Source: an optimization exercise on an open RTL-to-GDS flow (aim: small area). Production flows keep margins and buffers that such runs may drop. Only simulation tests tie the RTL to the original design; equivalence was not proved. Power is estimated from default activity; no workload was simulated.

==> inputs of v31 <==
// parser_wrapper
module parser_wrapper #(
  parameter C_BUS_DATA_WIDTH = 512                 ,
  parameter C_BUS_KEEP_WIDTH = (C_BUS_DATA_WIDTH/8)
) (
  input  wire                        CLK              ,
  input  wire                        RST_N            ,
  input  wire [C_BUS_DATA_WIDTH-1:0] IN_PACKET_TDATA  ,
  output wire                        IN_PACKET_TREADY ,
  input  wire                        IN_PACKET_TVALID ,
  input  wire                        IN_PACKET_TLAST  ,
  input  wire [C_BUS_KEEP_WIDTH-1:0] IN_PACKET_TKEEP  ,
  output wire [C_BUS_DATA_WIDTH-1:0] OUT_PACKET_TDATA ,
  input  wire                        OUT_PACKET_TREADY,
  output wire                        OUT_PACKET_TVALID,
  output wire                        OUT_PACKET_TLAST ,
  output wire [C_BUS_KEEP_WIDTH-1:0] OUT_PACKET_TKEEP ,
  output wire                        RULE_TDATA       ,
  output wire                        RULE_TVALID
);
==> flow/config.mk <==
export PLATFORM = sky130hd
export DESIGN_NAME = parser_wrapper
export DESIGN_NICKNAME = parser_wrapper
export VERILOG_FILES = /design/flow/design.v
export SDC_FILE = /design/flow/constraint.sdc
export NUM_CORES = 4
export LEC_CHECK = 0
export CAP_MARGIN = 20
export CORE_AREA = 5 5 355 355
export DIE_AREA = 0 0 360 360
export SLEW_MARGIN = 20
export BUFFER_PORTS_ARGS = -buffer_cell sky130_fd_sc_hd__buf_1
export CTS_ARGS = -root_buf sky130_fd_sc_hd__clkbuf_2 -buf_list sky130_fd_sc_hd__clkbuf_2 -dont_use_dummy_load -repair_clock_nets
==> flow/constraint.sdc <==
create_clock -name core_clock -period 5.0 [get_ports {CLK}]
set_input_delay 1.0000 -clock core_clock [delete_from_list [all_inputs] [get_ports {CLK}]]
set_output_delay 1.0000 -clock core_clock [all_outputs]
set_load 0.01 [all_outputs]
standard.sh (not shown) runs the stock make flow with config.mk's settings and CLKGATE_MAP_FILE= SYNTH_SCRIPT=/design/flow/synth_recipe.tcl, a recipe that flattens the netlist after the stock synthesis.
==> flow/flow/run.sh <==
#!/bin/bash
# Standard ORFS layout with two changes:
#  - flow/extra.mk is added to config.mk: the port buffers are the smallest
#    buffer (buf_1), and the clock tree options;
#  - after the standard synthesis, the gates that compute the verdict are
#    replaced by a hand-mapped NAND/NOR netlist (flow/gen_logic.py), proven
#    equivalent with Yosys before it is used.  Registers are untouched.
set -euo pipefail
W="$(cd "$(dirname "$0")/.." && pwd)"
cd "$W"
cat flow/extra.mk >> config.mk
bash standard.sh synth > synth.log 2>&1
R="$W/orfs/results/${FLOW_PLATFORM:-sky130hd}/parser_wrapper/base"
LIB=/OpenROAD-flow-scripts/flow/platforms/sky130hd/lib/sky130_fd_sc_hd__tt_025C_1v80.lib
cp "$R/1_2_yosys.v" "$W/synth_standard.v"
if python3 flow/remap.py "$W/synth_standard.v" "$W/synth_remap.v" verdict > remap.log 2>&1; then
  sed "s#LIBFILE#$LIB#;s#OLDNET#$W/synth_standard.v#;s#NEWNET#$W/synth_remap.v#" flow/eqv.ys > eqv_run.ys
  if yosys -q eqv_run.ys > eqv.log 2>&1; then
    echo "equivalent: using the hand-mapped netlist" >> remap.log
    cp "$W/synth_remap.v" "$R/1_2_yosys.v"
    touch "$R/1_2_yosys.v"
  else
    echo "not proven equivalent: keeping the standard netlist" >> remap.log
  fi
fi
bash standard.sh > layout.log 2>&1
==> flow/flow/extra.mk <==
export BUFFER_PORTS_ARGS = -buffer_cell sky130_fd_sc_hd__buf_1
export CTS_ARGS = -root_buf sky130_fd_sc_hd__clkbuf_2 -buf_list sky130_fd_sc_hd__clkbuf_2 -dont_use_dummy_load -repair_clock_nets
Other scripts of this flow, unchanged in this note and not shown: flow/flow/areas.json, flow/flow/eqv.ys, flow/flow/gen_logic.py, flow/flow/remap.py
==> v4 (differences from v31) <==
--- a/flow/flow/run.sh
+++ b/flow/flow/run.sh
@@ -2,4 +2,3 @@
 # Standard ORFS layout with two changes:
-#  - flow/extra.mk is added to config.mk: the port buffers are the smallest
-#    buffer (buf_1), and the clock tree options;
+#  - the port buffers are the smallest buffer (buf_1);
 #  - after the standard synthesis, the gates that compute the verdict are
@@ -10,3 +9,5 @@
 cd "$W"
-cat flow/extra.mk >> config.mk
+cat >> config.mk <<'CFG'
+export BUFFER_PORTS_ARGS = -buffer_cell sky130_fd_sc_hd__buf_1
+CFG
 bash standard.sh synth > synth.log 2>&1
Settings changed: CTS_ARGS -root_buf sky130_fd_sc_hd__clkbuf_2 -buf_list sky130_fd_sc_hd__clkbuf_2 -dont_use_dummy_load -repair_clock_nets to default, CTS_BUF_LIST from default to sky130_fd_sc_hd__clkbuf_1.
removed: flow/flow/extra.mk
==> v29 (differences from v31) <==
Settings changed: CORE_AREA 5 5 355 355 to 5 5 315 315, DIE_AREA 0 0 360 360 to 0 0 320 320.
==> notes <==
- v4 went through all stages and came out clean. v31 completed without violations. v29 never finished: it broke off in I/O pin placement with PPL-0024.
- Die area is the same in v4 and v31.
- Of v31 and v4, v4 has the higher fmax (gap about 2.8%, measured against v4).
- Of v31 and v4, v31 has the higher first-iteration DRC count (gap about 5.3%, measured against v4).
- In v31 the power is higher than in v4, by 0.28%.
- Synthesized area is the same in v4 and v31.
- Between v4 and v31, the lower setup slack is in v31 (gap 0.088 ns).
==> figures <==
| metric | v4 | v31 | v29 |
|---|---|---|---|
| Worst setup endpoint | rule1$_DFF_P_ | rule1$_DFF_P_ | - |
| Post_cts resized | 0 | 0 | - |
| Crit-path max FO | 3 | 3 | - |
| Number of endpoints failing setup at the final stage | 0 | 0 | - |
| Delay of the slowest cell on the worst path | 0.64 ns | 0.67 ns | - |
| Static Leak | 0.838 nW | 0.846 nW | - |
| DRC errors left | 0 | 0 | - |
| Number of buffers other than clock buffers in the final layout | 588 | 588 | - |
| Multi-input combinational cell area | 777 µm² | 777 µm² | - |
| Setup WS pre-CTS | 1.23 ns | 1.23 ns | - |
| Die Area | 130000 µm² | 130000 µm² | - |
| Clock tree from TritonCTS | built | built | - |
| Global route hottest layer | met2 | met2 | - |
| Outcome | complete, no violations | complete, no violations | aborted with a tool error |
| Failing step | - | - | I/O pin placement |

[separate check: timing with driven ports]
In the flow no input, the clock included, has a driving cell. The finished layouts below were timed again as built, in two steps. Step 1 (the two cells are an assumption about what drives the block):
set clk [get_ports {CLK}]
set_driving_cell -lib_cell sky130_fd_sc_hd__clkbuf_16 $clk
set_driving_cell -lib_cell sky130_fd_sc_hd__buf_2 [delete_from_list [all_inputs] $clk]
Step 2, shift: input delay + t, output delay - t, t = (earliest + latest rising clock arrival at the registers) / 2. This alone moves slack from input paths to output paths. a / b / c = no drivers / after step 1 / after step 2; a / b = the first two.
run	shift t [ns]	setup WS [ns]	slew at the worst register clock pin (ns)
v31	0.268	1.875 / 1.851 / 1.583	0.05 / 0.05
v4	0.317	1.963 / 1.943 / 1.626	0.12 / 0.12
After both steps every run listed still meets setup and hold. The setup slack of v4, which loses most, moves by -0.020 ns with the drivers and by -0.337 ns with both steps.
